Context: an optimization exercise on an open-source flow, tuned for small area and a short achievable clock period. The choices shown serve that exercise and are no tape-out recipe.
Only simulation tests tie the RTL to the original design; equivalence was not proved.
No driver is modelled on the clock port, so clocking that relies on it looks cheaper here than on a real chip.
Power and IR drop assume default switching activity.

--- flow/flow/run.sh ---
#!/bin/bash
# Own flow: the standard synthesis, then the combinational cells are
# re-mapped by ABC (flip-flops kept as they are, same names and cells), then
# the standard layout from floorplan to finish, with small port buffers.
set -euo pipefail
HERE=$(pwd)
R=$HERE/orfs/results/$FLOW_PLATFORM/SMC_top/base
LIB=$FLOW_HOME/platforms/sky130hd/lib/sky130_fd_sc_hd__tt_025C_1v80.lib
source $HERE/flow/params.sh
bash standard.sh synth > synth_std.log 2>&1
cp $R/1_2_yosys.v $HERE/synth_std.v
DU=$(grep -A40 "DONT_USE_CELLS +=" $FLOW_HOME/platforms/sky130hd/config.mk | grep -o "sky130_fd_sc_hd__[a-z0-9_]*" | sed 's/^/-dont_use /' | tr '\n' ' ')
cat > resynth.ys <<EOT
read_liberty -ignore_miss_func $LIB
blackbox sky130_fd_sc_hd__dfxtp_1
read_verilog $HERE/synth_std.v
hierarchy -top $FLOW_TOP
flatten
opt_clean
abc -script $HERE/flow/resynth.abc -liberty $LIB $DU -D $ABC_D
opt_clean -purge
hilomap -singleton -hicell sky130_fd_sc_hd__conb_1 HI -locell sky130_fd_sc_hd__conb_1 LO
stat -liberty $LIB
write_verilog -noattr -nohex -nodec $HERE/synth_re.v
EOT
yosys -s resynth.ys > resynth.log 2>&1
cp $HERE/synth_re.v $R/1_2_yosys.v
rm -f $R/1_synth.odb $R/1_synth.sdc
bash standard.sh "BUFFER_PORTS_ARGS=$PORT_BUF_ARGS" $EXTRA_MAKE finish > layout.log 2>&1
--- flow/design.v ---
module SMC_top (
    input            clk,
    input      [1:0] mode,
    input      [2:0] Vgs0, Vgs1, Vgs2, Vgs3, Vgs4, Vgs5,
    input      [2:0] Vds0, Vds1, Vds2, Vds3, Vds4, Vds5,
    input      [2:0] W0, W1, W2, W3, W4, W5,
    output reg [9:0] out
);
    reg [1:0] r_mode;
    reg [2:0] r_Vgs0, r_Vgs1, r_Vgs2, r_Vgs3, r_Vgs4, r_Vgs5;
    reg [2:0] r_Vds0, r_Vds1, r_Vds2, r_Vds3, r_Vds4, r_Vds5;
    reg [2:0] r_W0, r_W1, r_W2, r_W3, r_W4, r_W5;
    wire [9:0] core_out;
    always @(posedge clk) begin
        r_mode <= mode;
        r_Vgs0 <= Vgs0; r_Vgs1 <= Vgs1; r_Vgs2 <= Vgs2;
        r_Vgs3 <= Vgs3; r_Vgs4 <= Vgs4; r_Vgs5 <= Vgs5;
        r_Vds0 <= Vds0; r_Vds1 <= Vds1; r_Vds2 <= Vds2;
        r_Vds3 <= Vds3; r_Vds4 <= Vds4; r_Vds5 <= Vds5;
        r_W0 <= W0; r_W1 <= W1; r_W2 <= W2;
        r_W3 <= W3; r_W4 <= W4; r_W5 <= W5;
        out <= core_out;
    end
    SMC core (
        .out(core_out), .mode(r_mode),
        .Vgs0(r_Vgs0), .Vgs1(r_Vgs1), .Vgs2(r_Vgs2), .Vgs3(r_Vgs3), .Vgs4(r_Vgs4), .Vgs5(r_Vgs5),
        .Vds0(r_Vds0), .Vds1(r_Vds1), .Vds2(r_Vds2), .Vds3(r_Vds3), .Vds4(r_Vds4), .Vds5(r_Vds5),
        .W0(r_W0), .W1(r_W1), .W2(r_W2), .W3(r_W3), .W4(r_W4), .W5(r_W5)
    );
endmodule

module Calc(val, m, Vgs, Vds, W);
  output [6:0] val;
  wire [6:0] val;
  input m;
  wire m;
  input [2:0] Vgs;
  wire [2:0] Vgs;
  input [2:0] Vds;
  wire [2:0] Vds;
  input [2:0] W;
  wire [2:0] W;
  wire _0_;
  wire _100_;
  wire _101_;
  wire _102_;
  wire _103_;
  wire _104_;
  wire _105_;
  wire _106_;
  wire _107_;
  wire _108_;
  wire _109_;
  wire _10_;
  wire _110_;
  wire _111_;
  wire _112_;
  wire _113_;
  wire _114_;
  wire _115_;
  wire _116_;
  wire _117_;
  wire _118_;
  wire _119_;
  wire _11_;
  wire _120_;
  wire _121_;
  wire _122_;
  wire _123_;
  wire _124_;
  wire _125_;
  wire _126_;
  wire _127_;
  wire _128_;
  wire _129_;
  wire _12_;
  wire _130_;
  wire _131_;
  wire _132_;
  wire _133_;
  wire _134_;
  wire _135_;
  wire _136_;
  wire _137_;
  wire _138_;
  wire _139_;
  wire _13_;
  wire _140_;
  wire _141_;
  wire _142_;
  wire _143_;
  wire _144_;
  wire _145_;
  wire _146_;
  wire _147_;
  wire _14_;
  wire _15_;
  wire _16_;
  wire _17_;
  wire _18_;
  wire _19_;
  wire _1_;
  wire _20_;
  wire _21_;
  wire _22_;
  wire _23_;
  wire _24_;
  wire _25_;
  wire _26_;
  wire _27_;
  wire _28_;
  wire _29_;
  wire _2_;
  wire _30_;
  wire _31_;
  wire _32_;
  wire _33_;
  wire _34_;
  wire _35_;
  wire _36_;
  wire _37_;
  wire _38_;
  wire _39_;
  wire _3_;
  wire _40_;
  wire _41_;
  wire _42_;
  wire _43_;
  wire _44_;
  wire _45_;
  wire _46_;
  wire _47_;
  wire _48_;
  wire _49_;
  wire _4_;
  wire _50_;
  wire _51_;
  wire _52_;
  wire _53_;
  wire _54_;
  wire _55_;
  wire _56_;
  wire _57_;
  wire _58_;
  wire _59_;
  wire _5_;
  wire _60_;
  wire _61_;
  wire _62_;
  wire _63_;
  wire _64_;
  wire _65_;
  wire _66_;
  wire _67_;
  wire _68_;
  wire _69_;
  wire _6_;
  wire _70_;
  wire _71_;
  wire _72_;
  wire _73_;
  wire _74_;
  wire _75_;
  wire _76_;
  wire _77_;
  wire _78_;
  wire _79_;
  wire _7_;
  wire _80_;
  wire _81_;
  wire _82_;
  wire _83_;
  wire _84_;
  wire _85_;
  wire _86_;
  wire _87_;
  wire _88_;
  wire _89_;
  wire _8_;
  wire _90_;
  wire _91_;
  wire _92_;
  wire _93_;
  wire _94_;
  wire _95_;
  wire _96_;
  wire _97_;
  wire _98_;
  wire _99_;
  wire _9_;
  assign _130_ = Vgs[1] & ~(Vds[1]);
  assign _129_ = Vds[2] & ~(_130_);
  assign _128_ = Vgs[2] & ~(_129_);
  assign _127_ = _128_ & ~(Vds[0]);
  assign _126_ = Vgs[0] & ~(_128_);
  assign _125_ = _126_ | _127_;
  assign _124_ = ~Vgs[1];
  assign _123_ = ~(Vds[1] | Vds[2]);
  assign _122_ = _123_ & ~(_124_);
  assign _121_ = _125_ & ~(_122_);
  assign _120_ = m & ~(_121_);
  assign _119_ = W[2] & ~(W[1]);
  assign _118_ = W[2] | ~(W[1]);
  assign _117_ = _118_ & ~(_119_);
  assign _116_ = W[0] & ~(_117_);
  assign _115_ = _116_ | _119_;
  assign _114_ = ~(_115_ & _120_);
  assign _113_ = ~W[0];
  assign _112_ = _113_ & ~(_119_);
  assign _111_ = ~(_112_ | _116_);
  assign _110_ = ~(Vds[0] | Vds[2]);
  assign _109_ = _110_ | _123_;
  assign _108_ = _109_ | ~(Vgs[2]);
  assign _107_ = Vgs[1] | m;
  assign _106_ = ~(_107_ & Vds[2]);
  assign _105_ = Vds[1] | Vgs[1];
  assign _104_ = ~(Vds[1] & Vgs[1]);
  assign _103_ = _104_ & _105_;
  assign _102_ = m & ~(_103_);
  assign _101_ = Vgs[2] & ~(_102_);
  assign _100_ = Vds[2] | ~(Vgs[1]);
  assign _99_ = _124_ & ~(_123_);
  assign _98_ = _100_ & ~(_99_);
  assign _97_ = m & ~(_98_);
  assign _96_ = ~(_97_ | _110_);
  assign _95_ = ~m;
  assign _94_ = _110_ & ~(_95_);
  assign _93_ = _94_ | _96_;
  assign _92_ = Vgs[2] & ~(_93_);
  assign _91_ = ~(Vgs[0] & Vds[2]);
  assign _90_ = _91_ | _104_;
  assign _89_ = Vgs[0] | ~(m);
  assign _88_ = ~_89_;
  assign _87_ = _88_ & ~(_99_);
  assign _86_ = _90_ & ~(_87_);
  assign _85_ = _86_ | _92_;
  assign _84_ = _108_ | ~(_93_);
  assign _83_ = _123_ | ~(Vds[0]);
  assign _82_ = ~(Vgs[2] & m);
  assign _81_ = _82_ | _99_;
  assign _80_ = _83_ & ~(_81_);
  assign _79_ = _80_ | _88_;
  assign _78_ = _84_ & ~(_79_);
  assign _77_ = _85_ & ~(_78_);
  assign _76_ = _121_ | m;
  assign _75_ = ~(Vgs[0] | Vgs[2]);
  assign _74_ = Vgs[2] & ~(Vds[1]);
  assign _73_ = _74_ | _75_;
  assign _72_ = _76_ & ~(_73_);
  assign _71_ = _72_ | _77_;
  assign _70_ = _78_ | ~(_85_);
  assign _69_ = _76_ & ~(_70_);
  assign _68_ = _71_ & ~(_69_);
  assign _67_ = _68_ ^ _101_;
  assign _66_ = _106_ & ~(_67_);
  assign _65_ = _66_ | _108_;
  assign _64_ = _88_ | _121_;
  assign _63_ = _64_ | _65_;
  assign _62_ = Vgs[2] & ~(_100_);
  assign _61_ = _105_ & ~(_62_);
  assign _60_ = _61_ | Vgs[0];
  assign _59_ = Vgs[1] & Vgs[0];
  assign _58_ = _59_ & ~(Vgs[2]);
  assign _57_ = _60_ & ~(_58_);
  assign _56_ = _76_ & ~(_57_);
  assign _55_ = _56_ | _92_;
  assign _54_ = _63_ & ~(_55_);
  assign _53_ = _54_ | ~(_111_);
  assign _52_ = ~(_119_ & W[0]);
  assign _51_ = _113_ & ~(_118_);
  assign _50_ = _52_ & ~(_51_);
  assign _49_ = Vgs[1] | Vgs[0];
  assign _48_ = _49_ | ~(_109_);
  assign _47_ = _59_ | _95_;
  assign _46_ = _48_ & ~(_47_);
  assign _45_ = ~(_46_ | _50_);
  assign _44_ = _45_ & ~(_68_);
  assign _43_ = _53_ & ~(_44_);
  assign val[0] = _43_ ^ _114_;
  assign _42_ = W[2] & W[1];
  assign _41_ = ~_42_;
  assign _40_ = _103_ & ~(_82_);
  assign _39_ = _65_ & ~(_40_);
  assign _38_ = ~(_82_ | _91_);
  assign _37_ = _38_ | _39_;
  assign _36_ = ~(_37_ | _41_);
  assign _35_ = _38_ & ~(_124_);
  assign _34_ = _123_ | _124_;
  assign _33_ = _34_ & _91_;
  assign _32_ = _33_ | _82_;
  assign _31_ = _32_ | _35_;
  assign _30_ = _115_ & ~(_31_);
  assign _29_ = ~(_30_ | _36_);
  assign _28_ = _65_ | _81_;
  assign _27_ = _28_ | _50_;
  assign _26_ = ~(_28_ & _37_);
  assign _25_ = _31_ & ~(_26_);
  assign _24_ = _34_ | ~(_126_);
  assign _23_ = ~(Vgs[2] | Vds[2]);
  assign _22_ = _66_ & ~(_23_);
  assign _21_ = _24_ & ~(_22_);
  assign _20_ = _21_ & _26_;
  assign _19_ = _20_ | _25_;
  assign _18_ = _19_ | _50_;
  assign _17_ = _111_ & ~(_28_);
  assign _16_ = _18_ & ~(_17_);
  assign _15_ = ~(_21_ | _41_);
  assign _14_ = _115_ & ~(_37_);
  assign _13_ = ~(_14_ | _15_);
  assign _12_ = ~(_13_ & _16_);
  assign _11_ = _13_ ^ _16_;
  assign _10_ = ~(_41_ | _64_);
  assign _9_ = _115_ & ~(_21_);
  assign _8_ = _9_ | _10_;
  assign _7_ = ~(_50_ | _54_);
  assign _6_ = _111_ & ~(_70_);
  assign _5_ = _6_ | _7_;
  assign _4_ = _64_ | ~(_115_);
  assign _3_ = _120_ & ~(_41_);
  assign _2_ = _4_ & ~(_3_);
  assign _1_ = _5_ | ~(_2_);
  assign _0_ = _43_ | _114_;
  assign _147_ = _2_ ^ _5_;
  assign _146_ = _0_ & ~(_147_);
  assign _145_ = _1_ & ~(_146_);
  assign _144_ = _145_ | _8_;
  assign _143_ = _77_ & ~(_50_);
  assign _142_ = _111_ & ~(_19_);
  assign _141_ = ~(_142_ | _143_);
  assign _140_ = ~(_145_ ^ _8_);
  assign _139_ = _141_ & ~(_140_);
  assign _138_ = _144_ & ~(_139_);
  assign _137_ = _11_ & ~(_138_);
  assign _136_ = _12_ & ~(_137_);
  assign _135_ = _27_ & ~(_136_);
  assign val[4] = _135_ ^ _29_;
  assign val[2] = _140_ ^ _141_;
  assign val[6] = _35_ & ~(_41_);
  assign val[1] = _147_ ^ _0_;
  assign _134_ = ~(_135_ | _29_);
  assign _133_ = _42_ & ~(_31_);
  assign _132_ = _35_ & _115_;
  assign _131_ = _132_ | _133_;
  assign val[5] = _131_ | _134_;
  assign val[3] = _138_ ^ _11_;
endmodule
module Cmp7(a, b, ge);
  input [6:0] a;
  wire [6:0] a;
  input [6:0] b;
  wire [6:0] b;
  output ge;
  wire ge;
  wire _0_;
  wire _10_;
  wire _11_;
  wire _12_;
  wire _13_;
  wire _14_;
  wire _15_;
  wire _16_;
  wire _17_;
  wire _18_;
  wire _19_;
  wire _1_;
  wire _20_;
  wire _21_;
  wire _22_;
  wire _23_;
  wire _2_;
  wire _3_;
  wire _4_;
  wire _5_;
  wire _6_;
  wire _7_;
  wire _8_;
  wire _9_;
  assign _8_ = a[6] | ~(b[6]);
  assign _7_ = b[6] | ~(a[6]);
  assign _6_ = a[5] | ~(b[5]);
  assign _5_ = b[5] | ~(a[5]);
  assign _4_ = a[4] | ~(b[4]);
  assign _3_ = b[4] | ~(a[4]);
  assign _2_ = a[3] | ~(b[3]);
  assign _1_ = b[1] | ~(a[1]);
  assign _0_ = a[0] | ~(b[0]);
  assign _23_ = _1_ & ~(_0_);
  assign _22_ = b[2] & ~(a[2]);
  assign _21_ = b[1] & ~(a[1]);
  assign _20_ = _21_ | _22_;
  assign _19_ = _20_ | _23_;
  assign _18_ = a[3] & ~(b[3]);
  assign _17_ = a[2] & ~(b[2]);
  assign _16_ = _17_ | _18_;
  assign _15_ = _19_ & ~(_16_);
  assign _9_ = _2_ & ~(_15_);
  assign _10_ = _3_ & ~(_9_);
  assign _11_ = _4_ & ~(_10_);
  assign _12_ = _5_ & ~(_11_);
  assign _13_ = _6_ & ~(_12_);
  assign _14_ = _7_ & ~(_13_);
  assign ge = _8_ & ~(_14_);
endmodule
module Dec5(b, top, sp, sq, sr);
  input [4:0] b;
  wire [4:0] b;
  input top;
  wire top;
  output sp;
  wire sp;
  output sq;
  wire sq;
  output sr;
  wire sr;
  wire _0_;
  wire _10_;
  wire _11_;
  wire _12_;
  wire _13_;
  wire _14_;
  wire _15_;
  wire _16_;
  wire _17_;
  wire _18_;
  wire _19_;
  wire _1_;
  wire _20_;
  wire _2_;
  wire _3_;
  wire _4_;
  wire _5_;
  wire _6_;
  wire _7_;
  wire _8_;
  wire _9_;
  assign _11_ = b[2] & b[4];
  assign _10_ = b[0] ^ b[1];
  assign _9_ = ~(_10_ ^ b[3]);
  assign _8_ = b[2] ^ b[4];
  assign _7_ = _8_ & ~(_9_);
  assign _6_ = _7_ | _11_;
  assign _5_ = b[0] | b[1];
  assign _4_ = _10_ & ~(b[3]);
  assign _3_ = _5_ & ~(_4_);
  assign _2_ = _3_ & _6_;
  assign _1_ = _2_ ^ top;
  assign _0_ = ~(_8_ ^ _9_);
  assign _20_ = ~(_0_ ^ top);
  assign _19_ = ~(_3_ ^ _6_);
  assign _12_ = ~(_19_ & _20_);
  assign sq = _1_ & ~(_12_);
  assign _13_ = ~(_0_ & top);
  assign _14_ = _19_ | ~(_0_);
  assign _15_ = _3_ | _6_;
  assign _16_ = top & ~(_15_);
  assign _17_ = _14_ & ~(_16_);
  assign sp = _13_ & ~(_17_);
  assign _18_ = _16_ | _20_;
  assign sr = _1_ & ~(_18_);
endmodule
module Sort(
    output [5:0] sp, sq, sr,
    input top,
    input [6:0] n0, n1, n2, n3, n4, n5);
    wire g01;   
    Cmp7 k01(.a(n0), .b(n1), .ge(g01));
    wire g02;   
    Cmp7 k02(.a(n0), .b(n2), .ge(g02));
    wire g03;   
    Cmp7 k03(.a(n0), .b(n3), .ge(g03));
    wire g04;   
    Cmp7 k04(.a(n0), .b(n4), .ge(g04));
    wire g05;   
    Cmp7 k05(.a(n0), .b(n5), .ge(g05));
    wire g12;   
    Cmp7 k12(.a(n1), .b(n2), .ge(g12));
    wire g13;   
    Cmp7 k13(.a(n1), .b(n3), .ge(g13));
    wire g14;   
    Cmp7 k14(.a(n1), .b(n4), .ge(g14));
    wire g15;   
    Cmp7 k15(.a(n1), .b(n5), .ge(g15));
    wire g23;   
    Cmp7 k23(.a(n2), .b(n3), .ge(g23));
    wire g24;   
    Cmp7 k24(.a(n2), .b(n4), .ge(g24));
    wire g25;   
    Cmp7 k25(.a(n2), .b(n5), .ge(g25));
    wire g34;   
    Cmp7 k34(.a(n3), .b(n4), .ge(g34));
    wire g35;   
    Cmp7 k35(.a(n3), .b(n5), .ge(g35));
    wire g45;   
    Cmp7 k45(.a(n4), .b(n5), .ge(g45));
    Dec5 d0(.b({~g05, ~g04, ~g03, ~g02, ~g01}), .top(top), .sp(sp[0]), .sq(sq[0]), .sr(sr[0]));
    Dec5 d1(.b({~g15, ~g14, ~g13, ~g12, g01}), .top(top), .sp(sp[1]), .sq(sq[1]), .sr(sr[1]));
    Dec5 d2(.b({~g25, ~g24, ~g23, g12, g02}), .top(top), .sp(sp[2]), .sq(sq[2]), .sr(sr[2]));
    Dec5 d3(.b({~g35, ~g34, g23, g13, g03}), .top(top), .sp(sp[3]), .sq(sq[3]), .sr(sr[3]));
    Dec5 d4(.b({~g45, g34, g24, g14, g04}), .top(top), .sp(sp[4]), .sq(sq[4]), .sr(sr[4]));
    Dec5 d5(.b({g45, g35, g25, g15, g05}), .top(top), .sp(sp[5]), .sq(sq[5]), .sr(sr[5]));
endmodule
module Choose(out, w, sp, sq, sr, n0, n1, n2, n3, n4, n5);
  output [9:0] out;
  wire [9:0] out;
  input w;
  wire w;
  input [5:0] sp;
  wire [5:0] sp;
  input [5:0] sq;
  wire [5:0] sq;
  input [5:0] sr;
  wire [5:0] sr;
  input [6:0] n0;
  wire [6:0] n0;
  input [6:0] n1;
  wire [6:0] n1;
  input [6:0] n2;
  wire [6:0] n2;
  input [6:0] n3;
  wire [6:0] n3;
  input [6:0] n4;
  wire [6:0] n4;
  input [6:0] n5;
  wire [6:0] n5;
  wire _0_;
  wire _100_;
  wire _101_;
  wire _102_;
  wire _103_;
  wire _104_;
  wire _105_;
  wire _106_;
  wire _107_;
  wire _108_;
  wire _109_;
  wire _10_;
  wire _110_;
  wire _111_;
  wire _112_;
  wire _113_;
  wire _114_;
  wire _115_;
  wire _116_;
  wire _117_;
  wire _118_;
  wire _119_;
  wire _11_;
  wire _120_;
  wire _121_;
  wire _122_;
  wire _123_;
  wire _124_;
  wire _125_;
  wire _126_;
  wire _127_;
  wire _128_;
  wire _129_;
  wire _12_;
  wire _130_;
  wire _131_;
  wire _132_;
  wire _133_;
  wire _134_;
  wire _135_;
  wire _136_;
  wire _137_;
  wire _138_;
  wire _139_;
  wire _13_;
  wire _140_;
  wire _141_;
  wire _142_;
  wire _143_;
  wire _144_;
  wire _145_;
  wire _146_;
  wire _147_;
  wire _148_;
  wire _149_;
  wire _14_;
  wire _150_;
  wire _151_;
  wire _152_;
  wire _153_;
  wire _154_;
  wire _155_;
  wire _156_;
  wire _157_;
  wire _158_;
  wire _159_;
  wire _15_;
  wire _160_;
  wire _161_;
  wire _162_;
  wire _163_;
  wire _164_;
  wire _165_;
  wire _166_;
  wire _167_;
  wire _168_;
  wire _169_;
  wire _16_;
  wire _170_;
  wire _171_;
  wire _172_;
  wire _173_;
  wire _174_;
  wire _175_;
  wire _176_;
  wire _177_;
  wire _178_;
  wire _179_;
  wire _17_;
  wire _180_;
  wire _181_;
  wire _182_;
  wire _183_;
  wire _184_;
  wire _185_;
  wire _186_;
  wire _187_;
  wire _188_;
  wire _189_;
  wire _18_;
  wire _190_;
  wire _191_;
  wire _192_;
  wire _193_;
  wire _194_;
  wire _195_;
  wire _196_;
  wire _197_;
  wire _198_;
  wire _199_;
  wire _19_;
  wire _1_;
  wire _200_;
  wire _201_;
  wire _202_;
  wire _203_;
  wire _204_;
  wire _205_;
  wire _206_;
  wire _207_;
  wire _208_;
  wire _209_;
  wire _20_;
  wire _210_;
  wire _211_;
  wire _212_;
  wire _213_;
  wire _214_;
  wire _215_;
  wire _216_;
  wire _217_;
  wire _218_;
  wire _219_;
  wire _21_;
  wire _220_;
  wire _221_;
  wire _222_;
  wire _223_;
  wire _224_;
  wire _225_;
  wire _226_;
  wire _227_;
  wire _228_;
  wire _229_;
  wire _22_;
  wire _230_;
  wire _231_;
  wire _232_;
  wire _233_;
  wire _234_;
  wire _235_;
  wire _236_;
  wire _237_;
  wire _238_;
  wire _239_;
  wire _23_;
  wire _240_;
  wire _241_;
  wire _242_;
  wire _243_;
  wire _244_;
  wire _245_;
  wire _246_;
  wire _247_;
  wire _248_;
  wire _249_;
  wire _24_;
  wire _250_;
  wire _251_;
  wire _252_;
  wire _253_;
  wire _254_;
  wire _255_;
  wire _256_;
  wire _257_;
  wire _258_;
  wire _259_;
  wire _25_;
  wire _260_;
  wire _261_;
  wire _262_;
  wire _263_;
  wire _264_;
  wire _265_;
  wire _266_;
  wire _267_;
  wire _268_;
  wire _269_;
  wire _26_;
  wire _270_;
  wire _271_;
  wire _272_;
  wire _273_;
  wire _274_;
  wire _275_;
  wire _276_;
  wire _277_;
  wire _278_;
  wire _279_;
  wire _27_;
  wire _280_;
  wire _281_;
  wire _282_;
  wire _283_;
  wire _284_;
  wire _285_;
  wire _286_;
  wire _287_;
  wire _288_;
  wire _289_;
  wire _28_;
  wire _290_;
  wire _291_;
  wire _292_;
  wire _293_;
  wire _294_;
  wire _295_;
  wire _296_;
  wire _297_;
  wire _298_;
  wire _299_;
  wire _29_;
  wire _2_;
  wire _300_;
  wire _301_;
  wire _302_;
  wire _303_;
  wire _304_;
  wire _305_;
  wire _306_;
  wire _307_;
  wire _308_;
  wire _309_;
  wire _30_;
  wire _310_;
  wire _311_;
  wire _312_;
  wire _313_;
  wire _314_;
  wire _315_;
  wire _316_;
  wire _317_;
  wire _318_;
  wire _319_;
  wire _31_;
  wire _320_;
  wire _321_;
  wire _322_;
  wire _323_;
  wire _324_;
  wire _325_;
  wire _326_;
  wire _327_;
  wire _328_;
  wire _329_;
  wire _32_;
  wire _330_;
  wire _331_;
  wire _332_;
  wire _333_;
  wire _334_;
  wire _335_;
  wire _336_;
  wire _337_;
  wire _338_;
  wire _339_;
  wire _33_;
  wire _340_;
  wire _341_;
  wire _342_;
  wire _343_;
  wire _344_;
  wire _345_;
  wire _346_;
  wire _347_;
  wire _348_;
  wire _349_;
  wire _34_;
  wire _350_;
  wire _351_;
  wire _352_;
  wire _353_;
  wire _354_;
  wire _355_;
  wire _356_;
  wire _357_;
  wire _358_;
  wire _359_;
  wire _35_;
  wire _360_;
  wire _361_;
  wire _362_;
  wire _363_;
  wire _364_;
  wire _365_;
  wire _366_;
  wire _367_;
  wire _368_;
  wire _369_;
  wire _36_;
  wire _370_;
  wire _371_;
  wire _372_;
  wire _373_;
  wire _374_;
  wire _375_;
  wire _376_;
  wire _377_;
  wire _378_;
  wire _379_;
  wire _37_;
  wire _380_;
  wire _381_;
  wire _382_;
  wire _383_;
  wire _384_;
  wire _38_;
  wire _39_;
  wire _3_;
  wire _40_;
  wire _41_;
  wire _42_;
  wire _43_;
  wire _44_;
  wire _45_;
  wire _46_;
  wire _47_;
  wire _48_;
  wire _49_;
  wire _4_;
  wire _50_;
  wire _51_;
  wire _52_;
  wire _53_;
  wire _54_;
  wire _55_;
  wire _56_;
  wire _57_;
  wire _58_;
  wire _59_;
  wire _5_;
  wire _60_;
  wire _61_;
  wire _62_;
  wire _63_;
  wire _64_;
  wire _65_;
  wire _66_;
  wire _67_;
  wire _68_;
  wire _69_;
  wire _6_;
  wire _70_;
  wire _71_;
  wire _72_;
  wire _73_;
  wire _74_;
  wire _75_;
  wire _76_;
  wire _77_;
  wire _78_;
  wire _79_;
  wire _7_;
  wire _80_;
  wire _81_;
  wire _82_;
  wire _83_;
  wire _84_;
  wire _85_;
  wire _86_;
  wire _87_;
  wire _88_;
  wire _89_;
  wire _8_;
  wire _90_;
  wire _91_;
  wire _92_;
  wire _93_;
  wire _94_;
  wire _95_;
  wire _96_;
  wire _97_;
  wire _98_;
  wire _99_;
  wire _9_;
  wire _c115;
  wire _c116;
  wire _c117;
  wire _c118;
  wire _c119;
  wire _c120;
  wire _c121;
  wire _c122;
  wire _c22;
  wire _c61;
  assign _313_ = ~(n5[0] & sr[5]);
  assign _312_ = n0[0] & sr[0];
  assign _311_ = _313_ & ~(_312_);
  assign _310_ = n3[0] & sr[3];
  assign _309_ = n4[0] & sr[4];
  assign _308_ = _309_ | _310_;
  assign _307_ = n1[0] & sr[1];
  assign _306_ = n2[0] & sr[2];
  assign _305_ = _306_ | _307_;
  assign _304_ = _305_ | _308_;
  assign _303_ = _311_ & ~(_304_);
  assign _302_ = w & ~(_303_);
  assign _301_ = ~(n4[1] & sp[4]);
  assign _300_ = n0[1] & sp[0];
  assign _299_ = _301_ & ~(_300_);
  assign _298_ = n2[1] & sp[2];
  assign _297_ = n5[1] & sp[5];
  assign _296_ = _297_ | _298_;
  assign _295_ = n3[1] & sp[3];
  assign _294_ = n1[1] & sp[1];
  assign _293_ = _294_ | _295_;
  assign _292_ = _293_ | _296_;
  assign _291_ = _299_ & ~(_292_);
  assign _290_ = ~(sr[4] & n4[1]);
  assign _289_ = sr[0] & n0[1];
  assign _288_ = _290_ & ~(_289_);
  assign _287_ = sr[5] & n5[1];
  assign _286_ = sr[3] & n3[1];
  assign _285_ = _286_ | _287_;
  assign _284_ = sr[2] & n2[1];
  assign _283_ = sr[1] & n1[1];
  assign _282_ = _283_ | _284_;
  assign _281_ = _282_ | _285_;
  assign _280_ = _288_ & ~(_281_);
  assign _279_ = _280_ ^ _291_;
  assign _278_ = ~(sq[5] & n5[1]);
  assign _277_ = sq[1] & n1[1];
  assign _276_ = _278_ & ~(_277_);
  assign _275_ = sq[2] & n2[1];
  assign _274_ = sq[3] & n3[1];
  assign _273_ = _274_ | _275_;
  assign _272_ = sq[4] & n4[1];
  assign _271_ = sq[0] & n0[1];
  assign _270_ = _271_ | _272_;
  assign _269_ = _270_ | _273_;
  assign _268_ = _276_ & ~(_269_);
  assign _267_ = _268_ | w;
  assign _266_ = ~(n3[0] & sp[3]);
  assign _265_ = n0[0] & sp[0];
  assign _264_ = _266_ & ~(_265_);
  assign _263_ = n4[0] & sp[4];
  assign _262_ = n5[0] & sp[5];
  assign _261_ = _262_ | _263_;
  assign _260_ = n2[0] & sp[2];
  assign _259_ = n1[0] & sp[1];
  assign _258_ = _259_ | _260_;
  assign _257_ = _258_ | _261_;
  assign _256_ = _264_ & ~(_257_);
  assign _255_ = w & ~(_256_);
  assign _254_ = _267_ & ~(_255_);
  assign _253_ = _254_ ^ _279_;
  assign _252_ = _256_ | _303_;
  assign _251_ = ~w;
  assign _250_ = ~(n4[0] & sq[4]);
  assign _249_ = n2[0] & sq[2];
  assign _248_ = _250_ & ~(_249_);
  assign _247_ = n3[0] & sq[3];
  assign _246_ = n5[0] & sq[5];
  assign _245_ = _246_ | _247_;
  assign _244_ = n1[0] & sq[1];
  assign _243_ = n0[0] & sq[0];
  assign _242_ = _243_ | _244_;
  assign _241_ = _242_ | _245_;
  assign _240_ = _248_ & ~(_241_);
  assign _239_ = _251_ & ~(_240_);
  assign _238_ = ~(_256_ ^ _303_);
  assign _237_ = _239_ & ~(_238_);
  assign _236_ = _252_ & ~(_237_);
  assign _235_ = _236_ | _253_;
  assign _234_ = ~(n2[2] & sp[2]);
  assign _233_ = n1[2] & sp[1];
  assign _232_ = _234_ & ~(_233_);
  assign _231_ = n5[2] & sp[5];
  assign _230_ = n4[2] & sp[4];
  assign _229_ = _230_ | _231_;
  assign _228_ = n0[2] & sp[0];
  assign _227_ = n3[2] & sp[3];
  assign _226_ = _227_ | _228_;
  assign _225_ = _226_ | _229_;
  assign _224_ = _232_ & ~(_225_);
  assign _223_ = ~(n2[2] & sr[2]);
  assign _222_ = n1[2] & sr[1];
  assign _221_ = _223_ & ~(_222_);
  assign _220_ = n5[2] & sr[5];
  assign _219_ = n3[2] & sr[3];
  assign _218_ = _219_ | _220_;
  assign _217_ = n0[2] & sr[0];
  assign _216_ = n4[2] & sr[4];
  assign _215_ = _216_ | _217_;
  assign _214_ = _215_ | _218_;
  assign _213_ = _221_ & ~(_214_);
  assign _212_ = _213_ ^ _224_;
  assign _211_ = ~(n5[2] & sq[5]);
  assign _210_ = n0[2] & sq[0];
  assign _209_ = _211_ & ~(_210_);
  assign _208_ = n3[2] & sq[3];
  assign _207_ = n4[2] & sq[4];
  assign _206_ = _207_ | _208_;
  assign _205_ = n2[2] & sq[2];
  assign _204_ = n1[2] & sq[1];
  assign _203_ = _204_ | _205_;
  assign _202_ = _203_ | _206_;
  assign _201_ = _209_ & ~(_202_);
  assign _200_ = _201_ | w;
  assign _199_ = w & ~(_291_);
  assign _198_ = _200_ & ~(_199_);
  assign _197_ = _198_ ^ _212_;
  assign _196_ = w & ~(_240_);
  assign _195_ = _280_ | _291_;
  assign _194_ = _279_ & ~(_254_);
  assign _193_ = _195_ & ~(_194_);
  assign _192_ = ~(_193_ ^ _196_);
  assign _191_ = _192_ ^ _197_;
  assign _190_ = ~(_191_ ^ _235_);
  assign _c115 = ~(_190_ ^ _302_);
  assign _189_ = w & ~(_280_);
  assign _188_ = _196_ | ~(_193_);
  assign _187_ = _192_ & _197_;
  assign _186_ = _188_ & ~(_187_);
  assign _185_ = _186_ ^ _189_;
  assign _184_ = ~(n3[3] & sr[3]);
  assign _183_ = n2[3] & sr[2];
  assign _182_ = _184_ & ~(_183_);
  assign _181_ = n5[3] & sr[5];
  assign _180_ = n4[3] & sr[4];
  assign _179_ = _180_ | _181_;
  assign _178_ = n0[3] & sr[0];
  assign _177_ = n1[3] & sr[1];
  assign _176_ = _177_ | _178_;
  assign _175_ = _176_ | _179_;
  assign _174_ = _182_ & ~(_175_);
  assign _173_ = ~(n4[3] & sp[4]);
  assign _172_ = n2[3] & sp[2];
  assign _171_ = _173_ & ~(_172_);
  assign _170_ = n5[3] & sp[5];
  assign _169_ = n3[3] & sp[3];
  assign _168_ = _169_ | _170_;
  assign _167_ = n0[3] & sp[0];
  assign _166_ = n1[3] & sp[1];
  assign _165_ = _166_ | _167_;
  assign _164_ = _165_ | _168_;
  assign _163_ = _171_ & ~(_164_);
  assign _162_ = _163_ ^ _174_;
  assign _161_ = ~(n1[3] & sq[1]);
  assign _160_ = n3[3] & sq[3];
  assign _159_ = _161_ & ~(_160_);
  assign _158_ = n5[3] & sq[5];
  assign _157_ = n4[3] & sq[4];
  assign _156_ = _157_ | _158_;
  assign _155_ = n0[3] & sq[0];
  assign _154_ = n2[3] & sq[2];
  assign _153_ = _154_ | _155_;
  assign _152_ = _153_ | _156_;
  assign _151_ = _159_ & ~(_152_);
  assign _150_ = _151_ | w;
  assign _149_ = w & ~(_224_);
  assign _148_ = _150_ & ~(_149_);
  assign _147_ = _148_ ^ _162_;
  assign _146_ = w & ~(_268_);
  assign _145_ = _213_ | _224_;
  assign _144_ = _212_ & ~(_198_);
  assign _143_ = _145_ & ~(_144_);
  assign _142_ = ~(_143_ ^ _146_);
  assign _141_ = _142_ ^ _147_;
  assign _140_ = _141_ ^ _185_;
  assign _139_ = _191_ | _235_;
  assign _138_ = _302_ & ~(_190_);
  assign _137_ = _139_ & ~(_138_);
  assign _c116 = _137_ ^ _140_;
  assign _136_ = _137_ | _140_;
  assign _135_ = _186_ | _189_;
  assign _134_ = _141_ & _185_;
  assign _133_ = _134_ | ~(_135_);
  assign _132_ = w & ~(_213_);
  assign _131_ = _146_ | ~(_143_);
  assign _130_ = _142_ & _147_;
  assign _129_ = _131_ & ~(_130_);
  assign _128_ = _129_ ^ _132_;
  assign _127_ = ~(n2[4] & sr[2]);
  assign _126_ = n3[4] & sr[3];
  assign _125_ = _127_ & ~(_126_);
  assign _124_ = n5[4] & sr[5];
  assign _123_ = n4[4] & sr[4];
  assign _122_ = _123_ | _124_;
  assign _121_ = n1[4] & sr[1];
  assign _120_ = n0[4] & sr[0];
  assign _119_ = _120_ | _121_;
  assign _118_ = _119_ | _122_;
  assign _117_ = _125_ & ~(_118_);
  assign _116_ = ~(n3[4] & sp[3]);
  assign _115_ = n2[4] & sp[2];
  assign _114_ = _116_ & ~(_115_);
  assign _113_ = n5[4] & sp[5];
  assign _112_ = n4[4] & sp[4];
  assign _111_ = _112_ | _113_;
  assign _110_ = n0[4] & sp[0];
  assign _109_ = n1[4] & sp[1];
  assign _108_ = _109_ | _110_;
  assign _107_ = _108_ | _111_;
  assign _106_ = _114_ & ~(_107_);
  assign _105_ = _106_ ^ _117_;
  assign _104_ = ~(n3[4] & sq[3]);
  assign _103_ = n2[4] & sq[2];
  assign _102_ = _104_ & ~(_103_);
  assign _101_ = n5[4] & sq[5];
  assign _100_ = n4[4] & sq[4];
  assign _99_ = _100_ | _101_;
  assign _98_ = n0[4] & sq[0];
  assign _97_ = n1[4] & sq[1];
  assign _96_ = _97_ | _98_;
  assign _95_ = _96_ | _99_;
  assign _94_ = _102_ & ~(_95_);
  assign _93_ = _94_ | w;
  assign _92_ = w & ~(_163_);
  assign _91_ = _93_ & ~(_92_);
  assign _90_ = _91_ ^ _105_;
  assign _89_ = w & ~(_201_);
  assign _88_ = _163_ | _174_;
  assign _87_ = _162_ & ~(_148_);
  assign _86_ = _88_ & ~(_87_);
  assign _85_ = ~(_86_ ^ _89_);
  assign _84_ = _85_ ^ _90_;
  assign _83_ = ~(_84_ ^ _128_);
  assign _82_ = _83_ ^ _133_;
  assign _c117 = _82_ ^ _136_;
  assign _81_ = ~(n1[5] & sr[1]);
  assign _80_ = n3[5] & sr[3];
  assign _79_ = _81_ & ~(_80_);
  assign _78_ = n4[5] & sr[4];
  assign _77_ = n5[5] & sr[5];
  assign _76_ = _77_ | _78_;
  assign _75_ = n0[5] & sr[0];
  assign _74_ = n2[5] & sr[2];
  assign _73_ = _74_ | _75_;
  assign _72_ = _73_ | _76_;
  assign _71_ = _79_ & ~(_72_);
  assign _70_ = ~(n1[5] & sp[1]);
  assign _69_ = n4[5] & sp[4];
  assign _68_ = _70_ & ~(_69_);
  assign _67_ = n3[5] & sp[3];
  assign _66_ = n5[5] & sp[5];
  assign _65_ = _66_ | _67_;
  assign _64_ = n0[5] & sp[0];
  assign _63_ = n2[5] & sp[2];
  assign _62_ = _63_ | _64_;
  assign _61_ = _62_ | _65_;
  assign _60_ = _68_ & ~(_61_);
  assign _59_ = _60_ ^ _71_;
  assign _58_ = ~(n1[5] & sq[1]);
  assign _57_ = n3[5] & sq[3];
  assign _56_ = _58_ & ~(_57_);
  assign _55_ = n4[5] & sq[4];
  assign _54_ = n5[5] & sq[5];
  assign _53_ = _54_ | _55_;
  assign _52_ = n0[5] & sq[0];
  assign _51_ = n2[5] & sq[2];
  assign _50_ = _51_ | _52_;
  assign _49_ = _50_ | _53_;
  assign _48_ = _56_ & ~(_49_);
  assign _47_ = _48_ | w;
  assign _46_ = w & ~(_106_);
  assign _45_ = _47_ & ~(_46_);
  assign _44_ = ~(_45_ ^ _59_);
  assign _43_ = w & ~(_151_);
  assign _42_ = _106_ | _117_;
  assign _41_ = _105_ & ~(_91_);
  assign _40_ = _42_ & ~(_41_);
  assign _39_ = ~(_40_ ^ _43_);
  assign _38_ = ~(_39_ ^ _44_);
  assign _37_ = w & ~(_174_);
  assign _36_ = _89_ | ~(_86_);
  assign _35_ = _85_ & _90_;
  assign _34_ = _36_ & ~(_35_);
  assign _33_ = _34_ ^ _37_;
  assign _32_ = ~(_33_ ^ _38_);
  assign _31_ = _129_ | _132_;
  assign _30_ = _84_ & _128_;
  assign _29_ = _31_ & ~(_30_);
  assign _28_ = _29_ ^ _32_;
  assign _27_ = _133_ & ~(_83_);
  assign _26_ = _136_ & ~(_82_);
  assign _25_ = _26_ | _27_;
  assign _c118 = ~(_25_ ^ _28_);
  assign _24_ = ~(n5[6] & sp[5]);
  assign _23_ = n2[6] & sp[2];
  assign _22_ = _24_ & ~(_23_);
  assign _21_ = n4[6] & sp[4];
  assign _20_ = n3[6] & sp[3];
  assign _19_ = _20_ | _21_;
  assign _18_ = n0[6] & sp[0];
  assign _17_ = n1[6] & sp[1];
  assign _16_ = _17_ | _18_;
  assign _15_ = _16_ | _19_;
  assign _14_ = _22_ & ~(_15_);
  assign _13_ = n1[6] & sr[1];
  assign _12_ = n3[6] & sr[3];
  assign _11_ = ~(_12_ | _13_);
  assign _10_ = n4[6] & sr[4];
  assign _9_ = n5[6] & sr[5];
  assign _8_ = _9_ | _10_;
  assign _7_ = n0[6] & sr[0];
  assign _6_ = n2[6] & sr[2];
  assign _5_ = _6_ | _7_;
  assign _4_ = _5_ | _8_;
  assign _3_ = _11_ & ~(_4_);
  assign _2_ = _3_ ^ _14_;
  assign _1_ = ~(n2[6] & sq[2]);
  assign _0_ = n3[6] & sq[3];
  assign _384_ = _1_ & ~(_0_);
  assign _383_ = n5[6] & sq[5];
  assign _382_ = n4[6] & sq[4];
  assign _381_ = _382_ | _383_;
  assign _380_ = n0[6] & sq[0];
  assign _379_ = n1[6] & sq[1];
  assign _378_ = _379_ | _380_;
  assign _377_ = _378_ | _381_;
  assign _376_ = _384_ & ~(_377_);
  assign _375_ = _376_ | w;
  assign _374_ = w & ~(_60_);
  assign _373_ = _375_ & ~(_374_);
  assign _372_ = ~(_373_ ^ _2_);
  assign _371_ = _94_ | _251_;
  assign _370_ = ~(_60_ & _71_);
  assign _369_ = _45_ & _59_;
  assign _368_ = _370_ & ~(_369_);
  assign _367_ = ~(_368_ ^ _371_);
  assign _366_ = ~(_367_ ^ _372_);
  assign _365_ = w & ~(_117_);
  assign _364_ = ~_365_;
  assign _363_ = _43_ & ~(_40_);
  assign _362_ = _39_ & _44_;
  assign _361_ = ~(_362_ | _363_);
  assign _360_ = _361_ ^ _364_;
  assign _359_ = _360_ ^ _366_;
  assign _358_ = _34_ | _37_;
  assign _357_ = _33_ & _38_;
  assign _356_ = _358_ & ~(_357_);
  assign _355_ = ~(_356_ ^ _359_);
  assign _354_ = ~(_29_ & _32_);
  assign _353_ = _28_ & ~(_25_);
  assign _352_ = _354_ & ~(_353_);
  assign _c119 = ~(_352_ ^ _355_);
  assign _351_ = _14_ ^ _48_;
  assign _350_ = _351_ ^ _71_;
  assign _349_ = w & ~(_350_);
  assign _348_ = _371_ | ~(_368_);
  assign _347_ = _367_ & _372_;
  assign _346_ = _348_ & ~(_347_);
  assign _345_ = ~(_346_ ^ _349_);
  assign _344_ = ~(_3_ & _14_);
  assign _343_ = _373_ & _2_;
  assign _342_ = _344_ & ~(_343_);
  assign _341_ = ~(_342_ ^ _345_);
  assign _314_ = ~(_361_ & _364_);
  assign _315_ = _360_ & _366_;
  assign _316_ = _314_ & ~(_315_);
  assign _317_ = ~(_316_ ^ _341_);
  assign _318_ = _359_ | ~(_356_);
  assign _319_ = _355_ & ~(_352_);
  assign _320_ = _318_ & ~(_319_);
  assign _c120 = ~(_320_ ^ _317_);
  assign _321_ = ~(_376_ ^ _3_);
  assign _322_ = ~(_14_ & _48_);
  assign _323_ = _351_ & _71_;
  assign _324_ = _322_ & ~(_323_);
  assign _325_ = _324_ ^ _321_;
  assign _326_ = w & ~(_325_);
  assign _327_ = _349_ & ~(_346_);
  assign _328_ = _342_ & _345_;
  assign _329_ = _328_ | _327_;
  assign _330_ = _341_ | ~(_316_);
  assign _331_ = _317_ & ~(_320_);
  assign _332_ = _330_ & ~(_331_);
  assign _333_ = ~(_332_ ^ _329_);
  assign _c121 = _333_ ^ _326_;
  assign _334_ = _329_ & ~(_332_);
  assign _335_ = _333_ & _326_;
  assign _336_ = _335_ | _334_;
  assign _337_ = _324_ | _321_;
  assign _338_ = _376_ & _3_;
  assign _339_ = _338_ | _251_;
  assign _340_ = _337_ & ~(_339_);
  assign _c122 = _340_ ^ _336_;
  assign _c61 = _236_ ^ _253_;
  assign _c22 = ~(_238_ ^ _239_);
  assign out = { _c122, _c121, _c120, _c119, _c118, _c117, _c116, _c115, _c61, _c22 };
endmodule
module SMC(output [9:0] out,
           input [1:0] mode,
           input [2:0] Vgs0, Vgs1, Vgs2, Vgs3, Vgs4, Vgs5,
           input [2:0] Vds0, Vds1, Vds2, Vds3, Vds4, Vds5,
           input [2:0] W0, W1, W2, W3, W4, W5
           );
    wire [6:0] n0, n1, n2, n3, n4, n5;
    Calc c0(.val(n0), .m(mode[0]), .Vgs(Vgs0), .Vds(Vds0), .W(W0));
    Calc c1(.val(n1), .m(mode[0]), .Vgs(Vgs1), .Vds(Vds1), .W(W1));
    Calc c2(.val(n2), .m(mode[0]), .Vgs(Vgs2), .Vds(Vds2), .W(W2));
    Calc c3(.val(n3), .m(mode[0]), .Vgs(Vgs3), .Vds(Vds3), .W(W3));
    Calc c4(.val(n4), .m(mode[0]), .Vgs(Vgs4), .Vds(Vds4), .W(W4));
    Calc c5(.val(n5), .m(mode[0]), .Vgs(Vgs5), .Vds(Vds5), .W(W5));
    wire [5:0] sp, sq, sr;
    Sort sort_val(.sp(sp), .sq(sq), .sr(sr), .top(mode[1]),
                  .n0(n0), .n1(n1), .n2(n2), .n3(n3), .n4(n4), .n5(n5));
    Choose choose_out(.out(out), .w(mode[0]), .sp(sp), .sq(sq), .sr(sr),
                      .n0(n0), .n1(n1), .n2(n2), .n3(n3), .n4(n4), .n5(n5));
endmodule
--- flow/config.mk ---
export PLATFORM = sky130hd
export DESIGN_NAME = SMC_top
export DESIGN_NICKNAME = SMC_top
export VERILOG_FILES = /design/flow/design.v
export SDC_FILE = /design/flow/constraint.sdc
export NUM_CORES = 4
export LEC_CHECK = 0
export ABC_AREA = 1
export CAP_MARGIN = 20
export CORE_MARGIN = 2
export CORE_UTILIZATION = 40
export CTS_BUF_LIST = sky130_fd_sc_hd__clkbuf_8
export SLEW_MARGIN = 20
--- flow/constraint.sdc ---
create_clock -name core_clock -period 30.0 [get_ports {clk}]
set_input_delay 6.0000 -clock core_clock [delete_from_list [all_inputs] [get_ports {clk}]]
set_output_delay 6.0000 -clock core_clock [all_outputs]
set_load 0.01 [all_outputs]
--- flow/standard.sh ---
#!/bin/bash
# synth_recipe.tcl (not shown) runs the flow's synth.tcl, then flattens the netlist and writes it again
# the make line also repeats each setting of config.mk as NAME=value (left out here)
make -C /OpenROAD-flow-scripts/flow DESIGN_CONFIG=/design/flow/config.mk WORK_HOME=/design/flow/orfs CLKGATE_MAP_FILE= SYNTH_SCRIPT=/design/flow/synth_recipe.tcl "${@:-finish}"
--- flow/flow/resynth.abc ---
strash; dch; amap
--- flow/flow/params.sh ---
ABC_D=6000
PORT_BUF_ARGS="-buffer_cell sky130_fd_sc_hd__buf_1"
EXTRA_MAKE="SETUP_SLACK_MARGIN=21"
==> results.cfg, run 1 <==
[cells_and_area]
finalInstanceArea_sq_um = 12000
synthToLayoutAreaGrowth_pct = 56.0
drive_gt1_share_pct = 38.2
diodes = 0
nets = 1650
final_cells = 1832

[die]
die_h_um = 143
core_sq_um = 18800
dieArea_sq_um = 20400
io_pins = 67
start_util_pct = 41.0
rows = 50
fp.dieW_um = 143

[pwr]
power_density_nw_per_um2 = 113
p_leak_uw = 0.00432
p_total_uw = 1360
ir_drop_mv = 0.0906

[yosys]
synthCells = 1324
syn_area_per_cell_sq_um = 5.81
syn_nets = 1381
synthesis.area_sq_um = 7690
yosys_warnings = 1

[setup_path]
cp.required_ns = 30.34
cp_max_fo = 7
end_kind = register
worst_path_most_repeated_cell = a21oi_2
path_class = register to register
cp.arrival_ns = 9.79
crit_path_max_incr_delay_ns = 0.43
cpMaxStageDelayCell = a222oi_1
cp-start-kind = register

[worst_hold_path]
hp-class = register to register

[sta]
finalSetupViolCount = 0
whs_ns = 1.09
fin_crit_sh_pct = 31.5
hold_violations = 0
fmax_mhz = 106
period_minus_slack_ns = 9.45
timing.setup.tns_ns = 0
slew_viol_final = 0
relSlewSlack_pct = 39.6
tightestPinTransition_ns = 0.897
rsz0062_at_grt = yes
finClkSkew_ns = 0.0255

[drt]
route.detailed.drc = 0
first_iter_violations = 1169
via_count = 11500
totalWireLength_um = 32200
ant_nets = 0
dr.pass1.iters = 10
avgViaCountPerCell = 6.29
avgRoutedWirePerCell_um = 17.6

[placement]
gp_congestion = 1.00
dp_hpwl_um = 18800
dp.cells = 1626
placed_area_sq_um = 8430
io_buffer_count = 66

[cts]
ctsHoldBuffers = 0
cts_root_buffer = clkbuf_8
clk_latency_ns = 0.40
cts_sinks = 66
clk_pin_slew_ns = 0.10
cts-htree-levels = 3
cts-buffers-inserted = 9
tritoncts = yes
clk_path_buf_depth = 2

[global_route]
grt_max_degree = 29
grt_use_total_pct = 29.2
grt_pass1_wl_um = 48800
antenna_found_initial = 1
grt-ovfl-total = 0
grt_pass1_vias = 10400

[run]
maxCapViolCount = 0

[run_status]
run_status = timing/DRC/antenna clean
## layout make-up
| type | count | area, sq um |
|---|---|---|
| inverters | 135 | 593 |
| clock buffers | 9 | 124 |
| repair buffers | 255 | 1740 |
| multi-input cells | 1123 | 7710 |
| well taps | 234 | 293 |
| fillers | 1624 | 6760 |
| repair inverters | 3 | 48.8 |
| clock inverters | 7 | 116 |
| flip-flops and latches | 66 | 1380 |
## worst max-delay path: cells and delay by family, from the launching register on
kind	cells	cell delay [ns]
AO/OA/AOI/OAI	31	4.57
AND/OR/NAND/NOR	24	3.18
buffers and inverters	8	1.18
flip-flops	1	0.39
## metrics by stage
stage                     worst slack (ns)  util [%]
after global placement               19.08      44.9
after floorplan                      21.03         -
after CTS                            21.00      58.0
after detailed placement             19.09      44.9
after global routing                 19.85      64.0
final                                20.55      64.0
## state kept, by name, indices dropped and copies added (netlist names)
name / cells
r_Vgs3: 3
r_W3: 3
r_W0: 3
r_Vds2: 3
r_Vds0: 3
r_Vds4: 3
r_Vds3: 3
r_Vgs0: 3
r_W2: 3
r_Vgs5: 3
r_Vds5: 3
r_mode: 2
r_Vgs4: 3
r_Vgs2: 3
r_W1: 3
out: 10
r_W4: 3
r_W5: 3
r_Vgs1: 3
r_Vds1: 3
## cell usage in the layout (no fill, tap or decap), types with 7 or more instances in the layout
cell type	count
nor2_2	57
o21ai_4	10
a21oi_1	79
clkinv_2	26
a21oi_2	39
o21ai_0	38
nor3_1	25
dfxtp_1	43
inv_4	7
o22ai_2	29
o21ai_2	54
o221ai_2	10
a22oi_1	18
o211ai_1	12
o22ai_4	9
a221oi_1	7
inv_2	11
buf_4	181
clkinv_1	88
o221ai_1	21
a222oi_1	12
or2_0	19
o21ai_1	20
and2_4	7
dfxtp_2	13
nand2_1	102
a21oi_4	10
nand2_2	8
buf_1	66
o21a_1	17
dfxtp_4	10
nor3_2	15
or3_4	7
nor2_4	16
o22ai_1	83
or2_1	7
or2_4	7
clkbuf_8	9
nor2_1	275
a221oi_2	9
## report_power, final
part	internal (uW)	total (uW)	switching [uW]	leakage, uW
logic	509	1150	639	0.00364
clock network	55.3	98.7	43.4	0.000125
registers	101	110	8.07	0.000559
## timing repair
action	in CTS	in global routing
pin swaps	95	106
setup endpoints to repair	8	8
buffers inserted	132	55
gates resized for setup	332	199
gates cloned	3	0
## final timing paths
path | cells after the start | slack [ns] | start | endpoint
setup reg to reg | 63 | 20.55 | r_mode[0]$_DFF_P_ | out[9]$_DFF_P_
setup / recovery | 63 | 20.55 | r_mode[0]$_DFF_P_ | out[9]$_DFF_P_
hold / removal | 5 | 1.09 | r_mode[0]$_DFF_P_ | out[9]$_DFF_P_
hold reg to reg | 5 | 1.09 | r_mode[0]$_DFF_P_ | out[9]$_DFF_P_
## per-layer routing
metal	vias up	wire length (um)	track usage [%]
met3	173	2730	5.77
met5	-	13	0
li1	5461	-	-
met4	2	1560	13.2
met2	621	15200	49.9
met1	5263	12700	35.5
==> inputs of run 2 (changes only) <==
==> flow/flow/resynth.abc (replaced) <==
strash; dch; map -D 6000; topo; buffer -p; upsize -D 6000; dnsize -D 6000
==> run 2 against run 1 <==
Against the previous run:
- fmax increased by 15%
- power down 4.6%
- via count decreased by 7.3%
- clock-buffer cell count up 1
- critical path depth decreased by 16
==> results.cfg, run 2 <==
[cts]
cts_sinks = 66
cts-buffers-inserted = 9
clk_path_buf_depth = 2
clk_latency_ns = 0.38
tritoncts = yes
cts_root_buffer = clkbuf_8
cts-htree-levels = 3
clk_pin_slew_ns = 0.10
ctsHoldBuffers = 0

[drt]
route.detailed.drc = 0
avgRoutedWirePerCell_um = 15.3
first_iter_violations = 1079
via_count = 10700
dr.pass1.iters = 9
totalWireLength_um = 28800
avgViaCountPerCell = 5.67
ant_nets = 0

[cells_and_area]
drive_gt1_share_pct = 13.0
nets = 1650
fin_util_pct = 45.1
largest_reg_flops = 10
final_cell_mix = 337 x nand2_1, 188 x nor2_1, 164 x inv_1
top_register = out
finalInstanceArea_sq_um = 10100
synthToLayoutAreaGrowth_pct = 11.4
final_cells = 1883
final_common_cell = nand2_1
diodes = 0

[global_route]
grt_use_total_pct = 23.5
grt_use_met2_pct = 39.4
grt-ovfl-total = 0
grt_pass1_wl_um = 46800
use_met3_pct = 3.17
grt_pass1_vias = 9726
antenna_found_initial = 0
grt_max_degree = 58
grt.busiest_layer = met2
grtUsageMet1_pct = 31.0

[sta]
finClkSkew_ns = 0.0169
tightestPinTransition_ns = 0.858
relSlewSlack_pct = 42.6
rsz0062_at_grt = no
period_minus_slack_ns = 8.25
fmax_mhz = 121
finalSetupViolCount = 0
fin_crit_sh_pct = 27.5
slew_viol_final = 0
hold_violations = 0
timing.setup.tns_ns = 0

[setup_path]
path_class = register to register
cp_max_fo = 30
cp-start-kind = register
cp.arrival_ns = 8.53
worst_path_most_repeated_cell = nand2_1
end_kind = register
crit_path_max_incr_delay_ns = 0.43
cpMaxStageDelayCell = dfxtp_2
cp.required_ns = 30.28

[yosys]
synthesis.area_sq_um = 9070
syn_nets = 1574
synthCells = 1517
syn_area_per_cell_sq_um = 5.98
yosys_warnings = 1

[placement]
io_buffer_count = 66
gp_congestion = 1.09
placed_area_sq_um = 9650
dp_hpwl_um = 22200
dp.cells = 1862

[pwr]
p_leak_uw = 0.00444
power_density_nw_per_um2 = 128
ir_drop_mv = 0.0946

[run]
maxCapViolCount = 0

[die]
core_sq_um = 22400
io_pins = 67
dieArea_sq_um = 23900
rows = 55
die_h_um = 155
start_util_pct = 40.4
fp.dieW_um = 155

[run_status]
run_status = timing/DRC/antenna clean

[worst_hold_path]
hp-class = register to register
==> run 2: changes by cell type in the layout (fill, tap and decap cells not counted), moves of 42 or more <==
| cell | change |
|---|---|
| nor2_1 | -87 |
| nor2_2 | -46 |
| o21ai_1 | +42 |
| nand2_1 | +235 |
| buf_4 | -177 |
| inv_1 | +163 |
| o21ai_2 | -43 |
| nand3_1 | +56 |
| clkinv_1 | -86 |
==> run 2: layout make-up <==
type,count,area [sq um]
Fill cell,2409,12300
Clock inverter,6,87.6
Clock buffer,10,138
Sequential cell,66,1330
Multi-Input combinational cell,1220,7000
Timing Repair Buffer,72,323
Inverter,224,877
Tap cell,285,357
==> run 2: worst max-delay path, delay by kind of cell (launching register included) <==
family | cells | cell delay (ns)
flip-flops | 1 | 0.43
AND/OR/NAND/NOR | 19 | 2.67
AO/OA/AOI/OAI | 19 | 3.27
XOR/XNOR | 3 | 1.01
buffers and inverters | 6 | 0.81
==> run 2: repair_timing <==
item	4_1_cts	5_1_grt
setup buffers	0	4
endpoints found under the hold margin	0	0
gates resized for setup	0	38
endpoints found under the setup margin	0	5
==> run 2: power by group <==
| group | total (uW) | switching, uW | internal [uW] |
|---|---|---|---|
| clock | 91.5 | 42.2 | 49.3 |
| sequential | 113 | 7.25 | 106 |
| combinational | 1090 | 705 | 384 |
| total | 1290 | 754 | 539 |
==> run 2: per-stage QoR <==
stage / hold slack (ns) / setup WS (ns) / total power, uW
floorplan: 1.11 / 22.32 / 944
global placement: 0.959 / 21.32 / 1150
detailed placement: 0.956 / 21.32 / 1150
CTS: 0.958 / 21.25 / 1250
global route: 0.884 / 20.99 / 1430
finish: 0.866 / 21.75 / 1290
==> run 2: per-layer routing <==
metal | part of all wire, % | up-vias
li1 | - | 5408
met1 | 45 | 4752
met2 | 46 | 456
met3 | 7.2 | 63
met4 | 2.4 | 0
met5 | 0 | -
==> run 2: worst paths after layout <==
check,from,end,slack (ns),cells after the start
worst max register to register,r_mode[0]$_DFF_P_,out[9]$_DFF_P_,21.75,47
worst min-delay path,r_mode[0]$_DFF_P_,out[2]$_DFF_P_,0.87,3
worst min register to register,r_mode[0]$_DFF_P_,out[2]$_DFF_P_,0.87,3
worst max-delay path,r_mode[0]$_DFF_P_,out[9]$_DFF_P_,21.75,47
==> inputs of run 3 (changes only) <==
--- a/flow/flow/run.sh
+++ b/flow/flow/run.sh
@@ -2,4 +2,7 @@
 # Own flow: the standard synthesis, then the combinational cells are
-# re-mapped by ABC (flip-flops kept as they are, same names and cells), then
-# the standard layout from floorplan to finish, with small port buffers.
+# re-mapped by ABC (flip-flops kept as they are, same names and cells); the standard flow's
+# standard layout with small port buffers. After clock tree synthesis the
+# output registers' clock pins get a short buffer chain of their own, so they
+# are clocked a little later than the input registers (skew that helps the
+# register-to-register paths; it only lengthens the paths to the outputs).
 set -euo pipefail
@@ -28,2 +31,7 @@
 rm -f $R/1_synth.odb $R/1_synth.sdc
+bash standard.sh "BUFFER_PORTS_ARGS=$PORT_BUF_ARGS" $EXTRA_MAKE cts > layout_cts.log 2>&1
+if [[ -n "$SKEW_CELLS" ]]; then
+  cp $R/4_cts.odb $HERE/4_cts_noskew.odb
+  R=$R LIB=$LIB SKEW_CELLS="$SKEW_CELLS" openroad -no_init -exit $HERE/flow/skew.tcl > skew.log 2>&1
+fi
 bash standard.sh "BUFFER_PORTS_ARGS=$PORT_BUF_ARGS" $EXTRA_MAKE finish > layout.log 2>&1
==> flow/flow/params.sh (replaced) <==
ABC_D=6000
PORT_BUF_ARGS="-buffer_cell sky130_fd_sc_hd__buf_1"
EXTRA_MAKE="SETUP_SLACK_MARGIN=21"
SKEW_CELLS="sky130_fd_sc_hd__clkdlybuf4s50_1 sky130_fd_sc_hd__clkbuf_4"
==> flow/flow/resynth.abc (replaced) <==
strash; dch; amap
==> flow/flow/skew.tcl (new file) <==
# Give the output registers (out[*]) a clock branch of their own: a chain of
# the cells in SKEW_CELLS (first nearest the clock tree), the last one driving
# all of their clock pins. Edits 4_cts.odb in place.
read_db $::env(R)/4_cts.odb
read_liberty $::env(LIB)
read_sdc $::env(R)/4_cts.sdc
set_propagated_clock [all_clocks]
source $::env(FLOW_HOME)/platforms/sky130hd/setRC.tcl
estimate_parasitics -placement
set pins {}
set xs 0; set ys 0
foreach c [get_cells *] {
  if {[regexp {^out\[} [get_full_name $c]] && [string match "sky130_fd_sc_hd__dfxtp_*" [get_property $c ref_name]]} {
    lappend pins [get_pins -of_objects $c -filter "name == CLK"]
    set bb [[sta::sta_to_db_inst $c] getBBox]
    set xs [expr {$xs + [$bb xMin]}]; set ys [expr {$ys + [$bb yMin]}]
  }
}
set n [llength $pins]
puts "output registers: $n"
set loc [list [expr {$xs / $n / 1000.0}] [expr {$ys / $n / 1000.0}]]
puts "before:"
report_clock_skew
set tip $pins
set diff 1
foreach cell [lreverse $::env(SKEW_CELLS)] {
  if {$diff} {
    insert_buffer -buffer_cell $cell -load_pins $tip -load_pins_on_diff_nets -location $loc
  } else {
    insert_buffer -buffer_cell $cell -load_pins $tip -location $loc
  }
  set diff 0
  set drv [get_pins -of_objects [get_nets -of_objects [lindex $tip 0]] -filter "direction == output"]
  set buf [get_cells -of_objects $drv]
  puts "inserted [get_full_name $buf] ([get_property $buf ref_name])"
  set tip [list [get_pins -of_objects $buf -filter "direction == input"]]
}
detailed_placement
check_placement -verbose
estimate_parasitics -placement
puts "after:"
report_clock_skew
report_checks -path_delay max -digits 3
report_checks -path_delay min -digits 3
report_checks -to [all_outputs] -path_delay max -digits 3
write_db $::env(R)/4_cts.odb
==> run 3 against run 2 <==
Against the previous run:
- still clean on timing, DRC and antenna
- clock-buffer cell count increased by 1
- via count increased by 9.1%
- fmax decreased by 5.4%
- flip-flop and latch count unchanged
- wire length increased by 14%
- first-iteration DRC count increased by 11%
- synthesized area decreased by 15%
- final area increased by 19%
- clock skew increased by 0.66 ns
- largest cell class unchanged
- largest power group unchanged
==> results.cfg, run 3 <==
[drt]
first_iter_violations = 1200
route.detailed.drc = 0
dr.pass1.iters = 8
ant_nets = 0
avgRoutedWirePerCell_um = 17.8
avgViaCountPerCell = 6.34
via_count = 11700
totalWireLength_um = 32800

[yosys]
syn_area_per_cell_sq_um = 5.81
syn_nets = 1381
synthCells = 1324
synthesis.area_sq_um = 7690
yosys_warnings = 1

[sta]
relSlewSlack_pct = 39.1
setup_ws_ns = 21.27
period_minus_slack_ns = 8.73
finalSetupViolCount = 0
finClkSkew_ns = 0.676
whs_ns = 0.395
timing.setup.tns_ns = 0
rsz0062_at_grt = yes
fmax_mhz = 115
slew_viol_final = 0
hold_violations = 0
tightestPinTransition_ns = 0.904
fin_crit_sh_pct = 29.1

[cts]
cts_root_buffer = clkbuf_8
cts_sinks = 66
clk_latency_ns = 1.05
clk_pin_slew_ns = 0.11
tritoncts = yes
cts-buffers-inserted = 9
cts-htree-levels = 3
clk_path_buf_depth = 2

[cells_and_area]
multi_input_area_sq_um = 7710
top_register = out
fillCellCount = 1626
register_area_sq_um = 1390
largest_reg_flops = 10
nets = 1656
diodes = 0
drive_gt1_share_pct = 38.8
final_cell_mix = 273 x nor2_1, 185 x buf_4, 101 x nand2_1
synthToLayoutAreaGrowth_pct = 56.7
finalInstanceArea_sq_um = 12100
final_common_cell = nor2_1

[setup_path]
cpMaxStageDelayCell = or3_4
cp.arrival_ns = 9.72
worst_path_most_repeated_cell = nor2_2
cp_max_fo = 7
crit_buf_inv = 8
worstReg2RegStart = r_mode[0]$_DFF_P_
crit_family = compound AO/OA/AOI/OAI gates
path_class = register to register
cp-start-kind = register
cp.required_ns = 30.99
crit_path_max_incr_delay_ns = 0.47
critPathLaunch = r_mode[0]$_DFF_P_
end_kind = register

[placement]
gp_congestion = 1.00
dp_hpwl_um = 18800
placed_area_sq_um = 8430
post-place-ws_ns = 19.09
io_buffer_count = 66

[run]
maxCapViolCount = 0

[global_route]
grt_use_total_pct = 29.3
grt-ovfl-total = 0
grt_max_degree = 29
grt_pass1_vias = 10400
antenna_found_initial = 1
grt_pass1_wl_um = 48800

[die]
die_h_um = 143
fp.dieW_um = 143
dieArea_sq_um = 20400
core_sq_um = 18800
io_pins = 67
rows = 50
start_util_pct = 41.0

[pwr]
p_leak_uw = 0.00435
power_density_nw_per_um2 = 113
p_total_uw = 1360
ir_drop_mv = 0.0919

[run_status]
run_status = timing/DRC/antenna clean

[worst_hold_path]
hold_start = r_mode[0]$_DFF_P_
hp-class = register to register
## run 3: final cells by class
type                            count  share of cell area (%)
Timing Repair Buffer              259                    14.6
Tap cell                          234                    2.43
Timing Repair inverter              3                   0.405
Multi-Input combinational cell   1123                    64.0
Sequential cell                    66                    11.5
Clock inverter                      7                   0.965
Inverter                          135                    4.93
Clock buffer                       11                    1.17
## run 3: per-stage QoR
stage | util, % | instances
2_1_floorplan | - | 1324
3_3_place_gp | 44.9 | 1626
3_5_place_dp | 44.9 | 1626
4_1_cts | 58.0 | 1777
5_1_grt | 64.2 | 1838
6_report | 64.2 | 1838
## run 3: power breakdown
part / internal, uW / switching, uW
sequential: 101 / 8.19
clock: 58.9 / 43.8
combinational: 508 / 641
## run 3: routing by layer
| metal | vias to the layer above | global-route usage [%] | share of wire [%] |
|---|---|---|---|
| met1 | 5352 | 35.8 | 39 |
| met5 | - | 0 | 0.040 |
| met2 | 680 | 49.8 | 47 |
| li1 | 5453 | - | - |
| met3 | 168 | 5.63 | 9.0 |
| met4 | 2 | 13.0 | 4.7 |
## run 3: final timing paths
| path | slack, ns | depth (start not counted) | to |
|---|---|---|---|
| worst min register to register | 0.39 | 5 | out[2]$_DFF_P_ |
| worst min-delay path | 0.39 | 5 | out[2]$_DFF_P_ |
| worst max register to register | 21.27 | 63 | out[9]$_DFF_P_ |
| worst max-delay path | 21.27 | 63 | out[9]$_DFF_P_ |
## run 3: tightest hold or removal path, delay by kind of cell (launching register included)
family,cells,cell delay (ns)
buffers and inverters,3,0.46
DFF,1,0.37
AOI/OAI and AO/OA,1,0.12
and+or+nand+nor,1,0.09
## run 3: repair_timing
| action | CTS | global route |
|---|---|---|
| gates resized for setup | 332 | 207 |
| gates cloned | 3 | 0 |
| setup buffers | 132 | 59 |
| hold buffers | 0 | 0 |
| endpoints found under the setup margin | 8 | 4 |
| pin swaps | 95 | 117 |

[what the ideal ports hide]
The results above use ideal ports. As a check the final layouts listed here were re-extracted and re-timed, cells and wires unchanged. Step 1, drivers: a clkbuf_16 drives clk and a buf_2 each remaining input, both assumed. Step 2, shift: input delay + t, output delay - t, t = (earliest + latest rising clock arrival at the registers) / 2. This alone moves slack from input paths to output paths. Three values: no drivers, after step 1, after step 2; two values: the first two.
run | shift t [ns] | slack for setup (ns) | latest minus earliest clock arrival (ns) | worst data-port slew with drivers (ns)
run 1 | 0.431 | 20.546 / 20.546 / 20.546 | 0.026 / 0.026 | 0.04
run 2 | 0.417 | 21.748 / 21.748 / 21.748 | 0.017 / 0.017 | 0.04
run 3 | 0.755 | 21.273 / 21.273 / 21.273 | 0.676 / 0.676 | 0.04
In run 3 the clock reaches the registers at very different times; t lies between them, and the last value is a rough guide only.
